Context: an optimization exercise on an open-source flow, tuned for small area, a short achievable clock period and few clock cycles. The choices shown serve that exercise and are no tape-out recipe. Function was checked by simulation only, so behaviour that the tests miss may differ from the original. Power and IR drop assume default switching activity.

Design bellmanford, start of the top module:
module bellmanford (reset, clock, GMAR1, GMDR1, GMAR2, GMDR2, IMAR, IMDR, WMAR1, WMAR2, WMDR1, WMDR2, WMWDR, WMWAR, WMWE, OMAR, OMDR, OMWAR, OMWDR, OMWE, NegCycle, Finish);
input clock,reset;
output wire [12:0] GMAR1;
input wire [127:0] GMDR1;
output wire [12:0] GMAR2;
input wire [127:0] GMDR2;
output reg [12:0] IMAR;
input wire [7:0] IMDR;
output wire [12:0] WMAR1;
input wire [127:0] WMDR1;
output wire [12:0] WMAR2;
input wire [127:0] WMDR2;
output wire [12:0] WMWAR;
output wire [127:0] WMWDR;
output wire WMWE;
output wire [12:0] OMAR;
output wire [15:0] OMDR;
assign OMAR = 13'b0;
assign OMDR = 16'b0;
output reg [12:0] OMWAR;
output reg [15:0] OMWDR;
output wire OMWE;
output reg NegCycle;
output reg Finish;
localparam [3:0] QS = 4'd0,    
                 NS = 4'd1,    
                 E  = 4'd2,    
                 NX = 4'd3,    
                 PK = 4'd4,    
                 OA = 4'd5,    
                 OB = 4'd6,    
                 OC = 4'd7,    
                 OD = 4'd8,    
                 DN = 4'd9,    
                 NG = 4'd10;   
reg [3:0] st;
reg [5:0] Nm1;         
reg [5:0] U;           
reg [7:0] DistU;
reg [5:0] iv;          
reg [7:0] nw;          
reg [5:0] icnt;        
reg [2:0] fslot;       
reg [12:0] fline;      
reg [5:0] passm1;      
reg ncc;               
reg nproc;             
reg [63:0] dirty;      
reg [5:0] nxt;         
reg nxt_all;
reg qfirst;            
reg nxt_has;
reg fresh;             
reg [5:0] wa;          
reg wv;                
reg ep, rst_d;         
always @(posedge clock) begin
    rst_d <= reset;
    if (reset && !rst_d) ep <= !ep;
end
  ...
clock: 5.0 ns
lec_check: 0
cap_margin: 20
core_area: 5 5 355 195
die_area: 0 0 360 200
setup_slack_margin: 1.5
slew_margin: 20
run.sh (not shown) runs the stock make flow with config.mk's settings and CLKGATE_MAP_FILE= SYNTH_SCRIPT=/design/flow/synth_recipe.tcl, a recipe that flattens the netlist after the stock synthesis.
The starting point completed without violations.
Testbench counts at the start, summed over its fixed seeds: cycles 23,209.
Change:
--- a/flow/config.mk
+++ b/flow/config.mk
@@ -7,6 +7,8 @@
 export LEC_CHECK = 0
 export CAP_MARGIN = 20
-export CORE_AREA = 5 5 355 195
-export DIE_AREA = 0 0 360 200
+export CELL_PAD_IN_SITES_DETAIL_PLACEMENT = 0
+export CELL_PAD_IN_SITES_GLOBAL_PLACEMENT = 0
+export CORE_AREA = 5 5 275 275
+export DIE_AREA = 0 0 280 280
 export SETUP_SLACK_MARGIN = 1.5
 export SLEW_MARGIN = 20
Effect:
- total power shrinks by a few percent
- count of clock-buffer cells in the layout goes up by 2
- die area increases by a little under a tenth
- first-iteration DRC count shrinks by about a fifth
- final area fell by a few percent
- combinational power went down by a little under a tenth
- routed wire length fell by roughly a tenth
- clock power is lower by a few percent
- non-clock buffer count shrinks by 56
- register-to-register slack is better by 0.26 ns
Change:
--- a/flow/config.mk
+++ b/flow/config.mk
@@ -7,8 +7,7 @@
 export LEC_CHECK = 0
 export CAP_MARGIN = 20
-export CELL_PAD_IN_SITES_DETAIL_PLACEMENT = 0
-export CELL_PAD_IN_SITES_GLOBAL_PLACEMENT = 0
 export CORE_AREA = 5 5 275 275
 export DIE_AREA = 0 0 280 280
+export GPL_ROUTABILITY_DRIVEN = 0
 export SETUP_SLACK_MARGIN = 1.5
 export SLEW_MARGIN = 20
Result: The changed run completed without violations; fmax came out lower by a few percent; count of clock-buffer cells in the layout came out lower by 1; cell area came out higher by a few percent; total power came out higher by a few percent.
Change:
--- a/flow/config.mk
+++ b/flow/config.mk
@@ -9,5 +9,5 @@
 export CORE_AREA = 5 5 275 275
 export DIE_AREA = 0 0 280 280
-export GPL_ROUTABILITY_DRIVEN = 0
+export PLACE_DENSITY = 0.35
 export SETUP_SLACK_MARGIN = 1.5
 export SLEW_MARGIN = 20
First-iteration DRC count shrinks by a quarter to a third.
Hold slack gets worse by 0.013 ns.
Count of clock-buffer cells in the layout goes up by 1.
Final cell count barely changes.

---

bellmanford again, from the RTL that the note above started with.
==> flow/config.mk <==
export PLATFORM = sky130hd
export DESIGN_NAME = bellmanford
export DESIGN_NICKNAME = bellmanford
export VERILOG_FILES = /design/flow/design.v
export SDC_FILE = /design/flow/constraint.sdc
export NUM_CORES = 4
export LEC_CHECK = 0
export CAP_MARGIN = 20
export CORE_AREA = 5 5 275 275
export DIE_AREA = 0 0 280 280
export SETUP_SLACK_MARGIN = 0.5
export SLEW_MARGIN = 20
==> flow/constraint.sdc <==
create_clock -name core_clock -period 5.0 [get_ports {clock}]
set_input_delay 1.0000 -clock core_clock [delete_from_list [all_inputs] [get_ports {clock}]]
set_output_delay 1.0000 -clock core_clock [all_outputs]
set_load 0.01 [all_outputs]
The starting point completed without violations.
Testbench counts at the start, summed over its fixed seeds: cycles 23,209.
Then changed:
--- a/flow/config.mk
+++ b/flow/config.mk
@@ -7,0 +8 @@
+export ABC_CLOCK_PERIOD_IN_PS = 3000
@@ -11 +12 @@
-export SETUP_SLACK_MARGIN = 0.5
+export SETUP_SLACK_MARGIN = 1.5
After rerunning:
- The changed run produced a clean layout
- die area stays the same
- register-to-register slack gains 0.54 ns
- sequential power fell by a few percent
- setup slack gains 0.86 ns
- cell area rose by a few percent
- hold slack loses 0.0049 ns
- via count rose by a few percent
- sequential share of layout area fell by 1.2 points
Then changed:
--- a/flow/config.mk
+++ b/flow/config.mk
@@ -8 +7,0 @@
-export ABC_CLOCK_PERIOD_IN_PS = 3000
@@ -12 +11 @@
-export SETUP_SLACK_MARGIN = 1.5
+export SETUP_SLACK_MARGIN = 2.0
Die area does not change.
Area after synthesis stays the same.
Power is higher by roughly a tenth.
Count of clock-buffer cells in the layout stays the same.
Worst hold slack hardly moves.
Global-route usage is higher by 0.84 points.
Sequential share of layout area is lower by 1.9 points.
Synthesized cell count stays the same.
Then changed:
--- a/flow/config.mk
+++ b/flow/config.mk
@@ -9,3 +9,3 @@
-export CORE_AREA = 5 5 275 275
-export DIE_AREA = 0 0 280 280
-export SETUP_SLACK_MARGIN = 2.0
+export CORE_AREA = 3 3 269 269
+export DIE_AREA = 0 0 272 272
+export SETUP_SLACK_MARGIN = 1.5
After rerunning:
- non-clock buffer count decreases by 85
- count of clock-buffer cells in the layout decreases by 1
- utilization decreases by 0.69 points
Then changed:
--- a/flow/config.mk
+++ b/flow/config.mk
@@ -7,0 +8 @@
+export ABC_CLOCK_PERIOD_IN_PS = 1500
@@ -9,2 +10,2 @@
-export CORE_AREA = 3 3 269 269
-export DIE_AREA = 0 0 272 272
+export CORE_AREA = 5 5 275 275
+export DIE_AREA = 0 0 280 280
Result: The new run passed the timing, DRC and antenna checks. Design area drops by 2.5%. Sequential power stays flat. Wire length drops by 2.3%. Non-clock buffer count drops by 35. Power drops by 2.7%. Hold slack got worse by 0.0087 ns. Flip-flop and latch count is unchanged. Global-route usage drops by 1.1 points. Final cell count stays flat.
Then changed:
--- a/flow/config.mk
+++ b/flow/config.mk
@@ -8 +7,0 @@
-export ABC_CLOCK_PERIOD_IN_PS = 1500
@@ -12 +11 @@
-export SETUP_SLACK_MARGIN = 1.5
+export SETUP_SLACK_MARGIN = 1.2
What happened:
- via count is lower by 1.6%
- sequential power is about the same
- cell area went down by 3.8%
- die area stays the same
- clock skew went up by 0.0033 ns
- wire length is lower by 2.5%
- maximum frequency came out lower by 6.1%
- global-route usage decreases by 0.45 points
- worst hold slack stays flat

port drivers added, routing unchanged:
Ports are ideal in the flow. The routed layouts listed here were re-timed in OpenROAD. Step 1: set_driving_cell puts a clkbuf_16 on clock and a buf_2 on each other input, an assumption about the parent block. Step 2 adds t to the input delays and takes it off the output delays; t is the mean of the earliest and latest rising clock arrival at the registers after step 1. Input paths then give back, and output paths get back, about the clock's delay inside the block. a / b / c = ideal / step 1 / step 2; a / b = the first two.
| run | t (ns) | slack for setup (ns) | clock arrival spread, ns | worst register clock-pin slew, ns | worst data-port slew with drivers (ns) |
|---|---|---|---|---|---|
| the first run of note 1 | 0.509 | 1.251 / 1.251 / 0.884 | 0.025 / 0.024 | 0.09 / 0.09 | 0.12 |
| the second run of note 1 | 0.509 | 1.465 / 1.412 / 1.107 | 0.022 / 0.022 | 0.08 / 0.08 | 0.08 |
| the third run of note 1 | 0.506 | 1.391 / 1.324 / 0.997 | 0.017 / 0.018 | 0.08 / 0.08 | 0.08 |
| the fourth run of note 1 | 0.548 | 1.348 / 1.263 / 0.957 | 0.019 / 0.018 | 0.08 / 0.08 | 0.10 |
| the first run of note 2 | 0.507 | 0.606 / 0.573 / 0.294 | 0.023 / 0.022 | 0.08 / 0.08 | 0.10 |
| the second run of note 2 | 0.509 | 1.465 / 1.412 / 1.107 | 0.022 / 0.022 | 0.08 / 0.08 | 0.08 |
| the third run of note 2 | 0.514 | 1.459 / 1.433 / 1.058 | 0.018 / 0.018 | 0.08 / 0.08 | 0.17 |
| the fourth run of note 2 | 0.519 | 1.396 / 1.345 / 0.863 | 0.026 / 0.026 | 0.09 / 0.09 | 0.08 |
| the fifth run of note 2 | 0.509 | 1.465 / 1.412 / 1.107 | 0.022 / 0.022 | 0.08 / 0.08 | 0.08 |
| the sixth run of note 2 | 0.519 | 1.235 / 1.219 / 0.744 | 0.025 / 0.024 | 0.09 / 0.09 | 0.08 |
After both steps setup and hold are still met in every run listed. For the fourth run of note 2, which loses most, drivers alone change the setup slack by -0.051 ns; drivers and shift together by -0.533 ns.
